Source: an optimization exercise on an open RTL-to-GDS flow (aim: small area). Production flows keep margins and buffers that such runs may drop.
In this exercise RTL edits were held to simulation tests only and were not proved equivalent to the original.
Power and IR drop assume default switching activity.

==> flow/design.v <==
module encode(
    input  [5:0]  msg_in,
    output [15:0] msg_out
);
    wire [7:0] p = {1'b0, msg_in, 1'b0};
    genvar i;
    generate
        for (i = 0; i < 8; i = i + 1) begin : g
            assign msg_out[2*i] = p[i];
            if (i < 7) begin : g_par
                assign msg_out[2*i+1] = p[i] ^ p[i+1];
            end else begin : g_last
                assign msg_out[2*i+1] = 1'b0;
            end
        end
    endgenerate
endmodule
module decode(
    input  wire s,
    input  wire pend,
    input  wire bq,
    input  wire x,
    input  wire valid,
    output wire a_out,
    output wire s_out
);
    wire s_nx = pend ^ bq ^ x;
    wire flip = valid & s & s_nx;
    assign a_out = pend ^ flip;
    assign s_out = s_nx & ~(valid & s);
endmodule
module transmitter(
    input  wire       clk,
    input  wire       rst,
    input  wire       start,
    input  wire       msg_select,    
    input  wire       baud_select,   
    input  wire [5:0] input_message,
    output reg        tx
);
    parameter CLK_FREQ = 27000000;
    localparam BLK = CLK_FREQ / 2400;         
    localparam NBLK = CLK_FREQ / BLK;         
    reg        act;      
    reg        busy;     
    reg [10:0] p;
    reg [11:0] q;
    localparam [10:0] P_END = 11'b11101011101;
    localparam [10:0] P_MASK = 11'b11110011011;
    wire pw = ~|((p ^ P_END) & P_MASK);
    wire qe = &(q | ~(NBLK - 1));
    always @(posedge clk) begin
        p <= (act & ~pw) ? {p[9:0], ~(p[10] ^ p[8])} : 11'd0;
        q <= (act & ~(pw & qe)) ? q + {11'd0, pw} : 12'd0;
    end
    wire [4:0] r = baud_select ? q[4:0] : q[5:1];
    wire evt = busy & pw & (baud_select | q[0]);
    wire [15:0] coded;
    encode u_enc(.msg_in(~input_message), .msg_out(coded));
    wire [4:0] c = r - 5'd1;
    wire last = msg_select ? (r == 5'd17) : (r == 5'd7);
    wire dbit = msg_select ? coded[c[3:0]] : (~input_message[c[2:0]]);
    wire nxt = (r == 5'd0) ? 1'b0 : (last ? 1'b1 : dbit);
    always @(posedge clk or posedge rst) begin
        if (rst) begin
            act <= 1'b0;
            busy <= 1'b0;
            tx <= 1'b1;
        end else begin
            act <= act ? ~(pw & qe) : start;
            if (busy) begin
                if (evt) begin
                    tx <= nxt;
                    if (last) busy <= 1'b0;
                end
            end else if (start & ~act) begin
                busy <= 1'b1;
            end
        end
    end
endmodule
module receiver(
    input  wire       clk,
    input  wire       rst,
    input  wire       tx,            
    input  wire       msg_select,    
    input  wire       baud_select,   
    output reg  [5:0] output_message
);
    parameter CLK_FREQ = 27000000;
    localparam BLK = CLK_FREQ / 2400;
    reg        busy;
    reg [10:0] p;
    reg [5:0]  j;
    reg        pend;     
    reg [4:0]  m;        
    reg        s;        
    reg        bq;       
    localparam [10:0] P_END = 11'b11101011101;
    localparam [10:0] P_MASK = 11'b11110011011;
    localparam [10:0] P_HALF = 11'b01001001001;
    wire pw = ~|((p ^ P_END) & P_MASK);
    wire [4:0] r = baud_select ? j[4:0] : j[5:1];
    wire evt = busy & pw & (baud_select | ~j[0]) & (r != 5'd0);
    wire last = msg_select ? (r == 5'd17) : (r == 5'd7);
    wire smp = evt & ~last;
    wire sh = smp & (~msg_select | (r[0] & (r <= 5'd13)));
    wire valid = msg_select & (r == 5'd5 | r == 5'd7 | r == 5'd9 | r == 5'd11);
    wire a_fin, s_nx;
    decode u_dec(.s(s), .pend(pend), .bq(bq), .x(tx), .valid(valid),
                 .a_out(a_fin), .s_out(s_nx));
    always @(posedge clk) begin
        p <= (busy & ~pw) ? {p[9:0], ~(p[10] ^ p[8])} : ((~busy & baud_select) ? P_HALF : 11'd0);
        j <= busy ? j + {5'd0, pw} : 6'd0;
        if (sh) begin
            pend <= tx;
            m <= {a_fin, m[4:1]};
            s <= s_nx;
        end
        if (smp & msg_select & ~r[0])
            bq <= tx;
    end
    always @(posedge clk or posedge rst) begin
        if (rst) begin
            busy <= 1'b0;
            output_message <= 6'd0;
        end else if (busy) begin
            if (evt & last) begin
                busy <= 1'b0;
                output_message <= ~{pend, m};
            end
        end else if (~tx) begin
            busy <= 1'b1;
        end
    end
endmodule
module uart_fink_top(
    input  wire       clk,
    input  wire       rst,
    input  wire       tx_start,
    input  wire       tx_msg_select,
    input  wire       tx_baud_select,
    input  wire [5:0] tx_message,
    output wire       tx,
    input  wire       rx,
    input  wire       rx_msg_select,
    input  wire       rx_baud_select,
    output wire [5:0] rx_message
);
    localparam CLK_FREQ = 2700000;
    transmitter #(.CLK_FREQ(CLK_FREQ)) u_tx(
        .clk(clk),
        .rst(rst),
        .start(tx_start),
        .msg_select(tx_msg_select),
        .baud_select(tx_baud_select),
        .input_message(tx_message),
        .tx(tx)
    );
    receiver #(.CLK_FREQ(CLK_FREQ)) u_rx(
        .clk(clk),
        .rst(rst),
        .tx(rx),
        .msg_select(rx_msg_select),
        .baud_select(rx_baud_select),
        .output_message(rx_message)
    );
endmodule
Settings: LEC_CHECK=0, CAP_MARGIN=20, CORE_MARGIN=2, CORE_UTILIZATION=40, PLACE_DENSITY=0.6, SLEW_MARGIN=20; clock period 10.0 ns.
standard.sh (not shown) runs the stock make flow with config.mk's settings and CLKGATE_MAP_FILE= SYNTH_SCRIPT=/design/flow/synth_recipe.tcl, a recipe that flattens the netlist after the stock synthesis.
==> flow/flow/run.sh <==
#!/bin/bash
# Own layout flow: the standard ORFS flow (standard.sh) with three changes
# to how the layout is made, each set through ORFS's own hooks:
#  - port buffers are sky130_fd_sc_hd__buf_1 (the default picks a 10 um2 delay cell);
#  - CTS builds its usual H-tree from clkbuf_4 cells, without dummy load cells;
#  - after floorplan, cells are swapped to their smallest drive strength.
# Every tool's output goes to a log file in the work folder.
set -euo pipefail
here=$(cd "$(dirname "${BASH_SOURCE[0]}")" && pwd)
export BUFFER_PORTS_ARGS="-buffer_cell sky130_fd_sc_hd__buf_1"
export CTS_ARGS="-sink_clustering_enable -repair_clock_nets -buf_list sky130_fd_sc_hd__clkbuf_4 -dont_use_dummy_load"
export POST_FLOORPLAN_TCL="$here/downsize.tcl"
bash standard.sh > standard_flow.log 2>&1
==> flow/flow/downsize.tcl <==
# Swap every standard cell for the smallest-area cell of the same family
# (same name up to the drive-strength suffix, hence the same function and
# pins).  Timing has several ns of slack here; later repair_design and
# repair_timing steps fix any slew, capacitance or timing the swap breaks.
set lib_cells {}
foreach lc [get_lib_cells sky130_fd_sc_hd__*] {
  lappend lib_cells [get_name $lc]
}
set dont_use $::env(DONT_USE_CELLS)
proc cell_area { name } {
  set m [[ord::get_db] findMaster $name]
  return [expr {[$m getWidth] * [$m getHeight]}]
}
set swapped 0
foreach inst [[ord::get_db_block] getInsts] {
  set master [[$inst getMaster] getName]
  if {![regexp {^(sky130_fd_sc_hd__[a-z0-9]+)_([0-9]+)$} $master -> base drive]} { continue }
  if {[regexp {tap|fill|decap|clkbuf|clkinv|clkdly|dlygate|conb|diode} $base]} { continue }
  set best $master
  set best_area [cell_area $master]
  foreach cand [lsearch -all -inline -glob $lib_cells ${base}_*] {
    if {![regexp "^${base}_\[0-9\]+\$" $cand]} { continue }
    if {[lsearch -exact $dont_use $cand] >= 0} { continue }
    if {[[ord::get_db] findMaster $cand] eq "NULL"} { continue }
    set a [cell_area $cand]
    if {$a < $best_area} { set best $cand; set best_area $a }
  }
  if {$best ne $master} {
    replace_cell [get_cells [$inst getName]] [get_lib_cells $best]
    incr swapped
  }
}
puts "downsize: $swapped cells swapped to a smaller drive"
Rerun with:
--- a/flow/design.v
+++ b/flow/design.v
@@ -92,5 +92,6 @@
     reg        busy;
     reg [10:0] p;
-    reg [5:0]  j;
+    reg        h;        
+    reg [4:0]  j;
     reg        pend;     
     reg [4:0]  m;        
@@ -101,6 +102,6 @@
     localparam [10:0] P_HALF = 11'b01001001001;
     wire pw = ~|((p ^ P_END) & P_MASK);
-    wire [4:0] r = baud_select ? j[4:0] : j[5:1];
-    wire evt = busy & pw & (baud_select | ~j[0]) & (r != 5'd0);
+    wire [4:0] r = j;
+    wire evt = busy & pw & (baud_select | ~h) & (r != 5'd0);
     wire last = msg_select ? (r == 5'd17) : (r == 5'd7);
     wire smp = evt & ~last;
@@ -112,5 +113,6 @@
     always @(posedge clk) begin
         p <= (busy & ~pw) ? {p[9:0], ~(p[10] ^ p[8])} : ((~busy & baud_select) ? P_HALF : 11'd0);
-        j <= busy ? j + {5'd0, pw} : 6'd0;
+        h <= busy & (h ^ (pw & ~baud_select));
+        j <= busy ? j + {4'd0, pw & (baud_select | h)} : 5'd0;
         if (sh) begin
             pend <= tx;
The changed run went through all stages and came out clean. Die area goes down slightly. Synthesized cell count goes up by a few percent. Count of clock-buffer cells in the layout stays the same. Maximum frequency goes down slightly. Sequential power hardly moves. Setup slack loses 54 ps. Design area stays flat. Power stays flat. First-iteration DRC count goes up by about a fifth. Global-route usage goes down by 0.21 points. Non-clock buffer count stays the same.

[what the ideal ports hide]
No port has a modelled driver above. Below, the same layouts with a new extraction and two added sets of constraints.
Step 1, drivers: a clkbuf_16 drives clk and a buf_2 each remaining input, both assumed.
Step 2 moves the port delays by t, midway between the first and last clock arrival at a register: inputs arrive t later, outputs are due t later. That takes back most of the time a late clock gives input paths.
Slacks: ideal ports / drivers / drivers and shift; pairs: ideal ports / drivers.
| run | shift t [ns] | setup slack, ns | hold WS [ns] | slew at the worst register clock pin (ns) |
|---|---|---|---|---|
| the first run | 0.397 | 5.919 / 5.918 / 5.520 | 0.422 / 0.422 / 0.422 | 0.11 / 0.11 |
| the second run | 0.390 | 5.864 / 5.866 / 5.477 | 0.431 / 0.431 / 0.431 | 0.09 / 0.09 |
After both steps every run listed still meets setup and hold. For the first run, which loses most, drivers alone change the setup slack by -0.001 ns; drivers and shift together by -0.399 ns.
